Background: an optimization exercise with open tools, aiming at small area, a short achievable clock period and few clock cycles per item. Do not read the settings as production practice.
Function was checked by simulation only, so behaviour that the tests miss may differ from the original.
No activity file was given, so power comes from the tool's default toggle rates.

**flow/constraint.sdc**
```tcl
create_clock -name core_clock -period 12.0 [get_ports {CLK}]
set_input_delay 2.4000 -clock core_clock [delete_from_list [all_inputs] [get_ports {CLK}]]
set_output_delay 2.4000 -clock core_clock [all_outputs]
set_load 0.01 [all_outputs]
```
**flow/run.sh**
```bash
#!/bin/bash
# synth_recipe.tcl (not shown) runs the flow's synth.tcl, then flattens the netlist and writes it again
# the make line also repeats each setting of config.mk as NAME=value (left out here)
make -C /OpenROAD-flow-scripts/flow DESIGN_CONFIG=/design/flow/config.mk WORK_HOME=/design/flow/orfs CLKGATE_MAP_FILE= SYNTH_SCRIPT=/design/flow/synth_recipe.tcl finish
```
**flow/design.v**
```verilog
module JAM (
input CLK,
input RST,
output reg [2:0] W,
output reg [2:0] J,
input [6:0] Cost,
output reg [3:0] MatchCount,
output reg [9:0] MinCost,
output Valid );
reg [2:0] a [7:0];
reg [3:0] state,next_state;
reg [2:0] swap;
reg [9:0] cost_all; 
wire [3:0] b [7:0];
wire [2:0] position [5:0];
wire [9:0] cost_plus_Cost;
assign cost_plus_Cost = cost_all + Cost;
assign b[0] = 8;
assign b[1] = swap>=1||a[1]<a[swap] ? 8 : a[1];
assign b[2] = swap>=2||a[2]<a[swap] ? 8 : a[2];
assign b[3] = swap>=3||a[3]<a[swap] ? 8 : a[3];
assign b[4] = swap>=4||a[4]<a[swap] ? 8 : a[4];
assign b[5] = swap>=5||a[5]<a[swap] ? 8 : a[5];
assign b[6] = swap>=6||a[6]<a[swap] ? 8 : a[6];
assign b[7] = a[7]<=a[swap] ? 8 : a[7];
assign position[0] = b[2]<b[3] ? 2:3;
assign position[1] = b[4]<b[5] ? 4:5;
assign position[2] = b[6]<b[7] ? 6:7;
assign position[3] = b[1]<b[position[0]] ? 1:position[0];
assign position[4] = b[position[1]]<b[position[2]] ? position[1]:position[2];
assign position[5] = b[position[3]]<b[position[4]] ? position[3]:position[4];
always@(*) begin
	if(a[6]<a[7]) begin
		swap = 6;
	end
	else if(a[5]<a[6]) begin
		swap = 5;
	end
	else if(a[4]<a[5]) begin
		swap = 4;
	end
	else if(a[3]<a[4]) begin
		swap = 3;
	end
	else if(a[2]<a[3]) begin
		swap = 2;
	end
	else if(a[1]<a[2]) begin
		swap = 1;
	end
	else if(a[0]<a[1]) begin
		swap = 0;
	end
	else begin
		swap = 7;
	end
end
assign Valid = (state == 9)?1'b1:0;
always@(*) begin
	next_state = 4'dx;
	case (state)
		0 : next_state = 1;
		1 : next_state = 2;
		2 : next_state = 3;
		3 : next_state = 4;
		4 : next_state = 5;
		5 : next_state = 6;
		6 : next_state = 7;
		7 : next_state = 8;
		8 : next_state = (&W) ? 4'd9 : 4'd0;
		9 : next_state = 9;
	endcase
end
always@(posedge CLK or posedge RST) begin
	if(RST) state <= 0;
	else state <= next_state;
end
always@(posedge CLK or posedge RST) begin
	if(RST) begin
		a[0] <= 0;
		a[1] <= 1;
		a[2] <= 2;
		a[3] <= 3;
		a[4] <= 4;
		a[5] <= 5;
		a[6] <= 6;
		a[7] <= 7;
		MinCost <= 10'b1111111111;
		W <= 0;
		J <= 0;
	end
	else begin
		case(state)
			0: begin
				W <= a[1];
				J <= 1;
				cost_all <= 0;
			end
			1: begin
				W <= a[2];
				J <= 2;
				cost_all <= cost_plus_Cost;
			end
			2: begin
				W <= a[3];
				J <= 3;
				cost_all <= cost_plus_Cost;
			end
			3: begin
				W <= a[4];
				J <= 4;
				cost_all <= cost_plus_Cost;
			end
			4: begin
				W <= a[5];
				J <= 5;
				cost_all <= cost_plus_Cost;
			end
			5: begin
				W <= a[6];
				J <= 6;
				cost_all <= cost_plus_Cost;
			end
			6: begin
				W <= a[7];
				J <= 7;
				cost_all <= cost_plus_Cost;
			end
			7: begin
				cost_all <= cost_plus_Cost;
				a[swap] <= a[position[5]];
				a[position[5]] <= a[swap];
				W <= swap;
			end
			8:begin
				if(MinCost > cost_plus_Cost) begin
					MinCost <= cost_plus_Cost;
					MatchCount <= 1;
				end
				else if (MinCost == cost_plus_Cost) begin
					MatchCount <= MatchCount + 1;
				end
				case(W)
					0: begin
						a[1] <= a[7];
						a[2] <= a[6];
						a[3] <= a[5];
						a[4] <= a[4];
						a[5] <= a[3];
						a[6] <= a[2];
						a[7] <= a[1];
					end
					1: begin
						a[2] <= a[7];
						a[3] <= a[6];
						a[4] <= a[5];
						a[5] <= a[4];
						a[6] <= a[3];
						a[7] <= a[2];
					end
					2: begin
						a[3] <= a[7];
						a[4] <= a[6];
						a[6] <= a[4];
						a[7] <= a[3];
					end
					3: begin
						a[4] <= a[7];
						a[5] <= a[6];
						a[6] <= a[5];
						a[7] <= a[4];
					end
					4: begin
						a[5] <= a[7];
						a[7] <= a[5];
					end
					5: begin
						a[6] <= a[7];
						a[7] <= a[6];
					end
				endcase
				W <= a[0];
				J <= 0;
			end
		endcase
	end
end
endmodule
```
**flow/config.mk**
```make
export PLATFORM = sky130hd
export DESIGN_NAME = JAM
export DESIGN_NICKNAME = JAM
export VERILOG_FILES = /design/flow/design.v
export SDC_FILE = /design/flow/constraint.sdc
export NUM_CORES = 4
export LEC_CHECK = 0
export CAP_MARGIN = 20
export CORE_MARGIN = 2
export CORE_UTILIZATION = 40
export SLEW_MARGIN = 20
```
==> impl_metrics.tcl <==
set metrics [dict create \
    outcome "timing/DRC/antenna clean" \
    tightest_slew_ns 1.10 \
    postSynthCellCount 874 \
    setup_tns_ns 0 \
    cts_setup_buffers 0 \
    antenna_cells 0 \
    fin_nets 956 \
    grt_max_degree 45 \
    fp-row-count 47 \
    fin_skew_ns 0.00662 \
    worstSkewPairLatency_ns 0.33 \
    drt-met1-wl_mm 10.1 \
    slew_headroom_pct 26.4 \
    yosysSeqAreaShare_pct 22.6 \
    finalCritPeriodShare_pct 92.6 \
    timing.critical_path.buf_inv 3 \
    route.top_layer_used "met4" \
    yosysMostFrequentCell "nor2_1" \
    synth_top_cell_by_area "ha_1" \
    combPwrFrac_pct 18.7 \
    setup_viol 0 \
    hold_class "reg -> reg" \
    vias 7147 \
    crit_type "reg -> reg" \
    cp_max_fo 11 \
    p_int_w 0.000451 \
    synth_warnings 2 \
    synth_edf_count 14 \
    end_kind "flop" \
    seq_power_share_pct 40.7 \
    antenna_found_initial 0 \
    timing.fmax_mhz 90.0 \
    cts_hold_buf 0 \
    p_clk_share_pct 40.7 \
    grtUsageTotal_pct 26.9 \
    grt_pass1_wl_mm 38.2 \
    io_pins 30 \
    cts_inserted_buffers 9 \
    ant_nets 0 \
    syn_to_final_growth_pct 10.8 \
    switching_share_pct 25.0 \
    die_w_um 135 \
    wl_met3_mm 2.45 \
    route.met2.wl_mm 10.5 \
    die_area_um2 18200 \
    clkSinkCount 58 \
    dr.pass1.iters 7 \
    hold_violations 0 \
    final-max-slew-violation-count 0 \
    totalWireLength_mm 24.1 \
    critPathTopFamily "compound AO/OA/AOI/OAI gates" \
    cts_buffer_depth 2 \
    slowest_stage "o32ai_1" \
    ir_worst_vdd_uv 75.8 \
    place_congestion 0.990 \
    ctsResizeCount 0 \
    critical_path.max_stage_delay_ns 0.97 \
    drc 0 \
    dp_hpwl_mm 17.7 \
    synth.cell_area_um2 6840 \
    ys_top_cells_by_count "95 x nor2_1, 69 x a21oi_1, 68 x ha_1" \
    finalCriticalPeriod_ns 11.12 \
    drive_above_1_share_pct 8.95 \
    clk_pin_slew_ns 0.05 \
    drt-initial-drc-count 812 \
    drv_cap 0 \
    rsz0062_at_grt "false" \
    cts_tree "built" \
    yosys.area.top_type_share_pct 12.4 \
    required_ns 12.21 \
    grt_pass1_vias 6619 \
    synth-seq-cells 58 \
    port-buffer-count 29 \
    root_buffer "clkbuf_16" \
    synthTopCellsByArea "ha_1 12%, dfstp_2 8.5%, dfrtp_1 8.0%" \
    avgSynthCellArea_um2 7.83 \
    p_per_area_nw_per_um2 79.3 \
    synth_cell_types 86 \
    htreeDepth 3 \
    wl_per_cell_um 21.8 \
    ys.flop_type "dfstp_2" \
    cp.arrival_ns 11.32 \
    syn-num-nets 952 \
    power.leakage_nw 3.00 \
    cpMostUsedCell "ha_1" \
    p_sw_w 0.000150 \
    viasPerCell 6.48 \
    initial_core_util_pct 41.1 \
    die_y_um 135 \
    async_reset_ff_share_pct 75.9 \
    cp-start-kind "flop" \
    coreArea_um2 16600 \
    whs_ns 0.482 \
    grt.overflow.total 0 \
]
## power by group through the flow
stage | sequential [W] | clock, W | combinational, W
6_report | 0.000244 | 0.000244 | 0.000112
5_1_grt | 0.000247 | 0.000255 | 0.000127
4_1_cts | 0.000245 | 0.000248 | 0.000114
3_5_place_dp | 0.000248 | 0 | 0.000114
3_3_place_gp | 0.000248 | 0 | 0.000112
2_1_floorplan | 0.000252 | 0 | 0.0000580
## final cells by class
| cell class | count | area [µm²] |
|---|---|---|
| fill | 1659 | 9070 |
| multi-input combinational | 715 | 4900 |
| sequential | 58 | 1550 |
| timing repair buffer | 40 | 373 |
| tap | 220 | 275 |
| clock buffer | 12 | 236 |
| inverter | 54 | 203 |
| clock inverter | 4 | 43.8 |
## layout by cell type (no fill, tap or decap), drive strengths merged, types with 26 or more instances in the layout
master,instances
nand3,26
clkdlybuf4s50,29
a211oi,26
inv,53
a21oi,71
o21ai,57
mux2i,28
nor2,96
nand2,66
ha,68
## flip-flops by register name, indices dropped and copies added (netlist names)
signal / cells
cost_all: 10
a: 24
J: 3
W: 3
MinCost: 10
MatchCount: 4
state: 4
## metrics by stage
| stage | utilization [%] | setup WS [ns] | instance area, µm² | power, W | std cells |
|---|---|---|---|---|---|
| global placement | 43.8 | 1.31 | 7300 | 0.000360 | 1087 |
| detailed placement | 43.8 | 1.36 | 7300 | 0.000361 | 1087 |
| finish | 45.5 | 0.883 | 7580 | 0.000601 | 1103 |
| global route | 45.5 | 0.449 | 7580 | 0.000629 | 1103 |
| floorplan | - | 3.57 | 6840 | 0.000310 | 874 |
| CTS | 45.5 | 1.33 | 7580 | 0.000607 | 1103 |
## routing by layer
metal	vias up	track usage (%)
met4	0	10.8
met5	-	0
met2	418	41.7
li1	3297	-
met3	103	4.28
met1	3329	37.5
## path summary, 6_finish.rpt
path                            startpoint    endpoint  slack (ns)  cells after the start
max in group asynchronous              RST    state[2]        8.70                      2
worst min register to register  MinCost[2]  MinCost[2]        0.48                      2
worst max-delay path               a[7][2]     a[2][0]        0.88                     36
min in group asynchronous              RST        J[1]        2.69                      2
worst max register to register     a[7][2]     a[2][0]        0.88                     36
worst min-delay path            MinCost[2]  MinCost[2]        0.48                      2
## cells by family after synthesis
group,count (synthesis),synth area share (%)
AOI/OAI and AO/OA,321,32.9
xor gates and xnor gates,11,1.41
adders and majority gates,70,12.9
buffers and inverters,101,5.84
DFF,58,22.6
muxes,34,5.09
and+or+nand+nor,279,19.2
## tightest hold or removal path: stages (launching register included)
cell	delay (ns)
dfstp_2	0.37
inv_1	0.05
mux2i_1	0.06
Testbench counts, summed over its fixed seeds: cycles 4,354,572, jobs 12.

## afterwards: timing with drivers on the ports
The flow's constraints put no driver on any port. The routed layout listed below was extracted and timed again, unchanged, in two steps.
Step 1 assumes that a clkbuf_16 drives the clock port and a buf_2 every other input.
Step 2 moves the port delays by t, midway between the first and last clock arrival at a register: inputs arrive t later, outputs are due t later. That takes back most of the time a late clock gives input paths.
Three values: ideal, step 1, step 2; two values: the first two.
t (ns): 0.366
setup WS [ns]: 0.883 / 0.883 / 0.883
hold slack, ns: 0.482 / 0.482 / 0.482
latest minus earliest clock arrival (ns): 0.006 / 0.006
After both steps setup and hold are still met in this run. For this run, drivers alone change the setup slack by 0.000 ns; drivers and shift together by 0.000 ns.
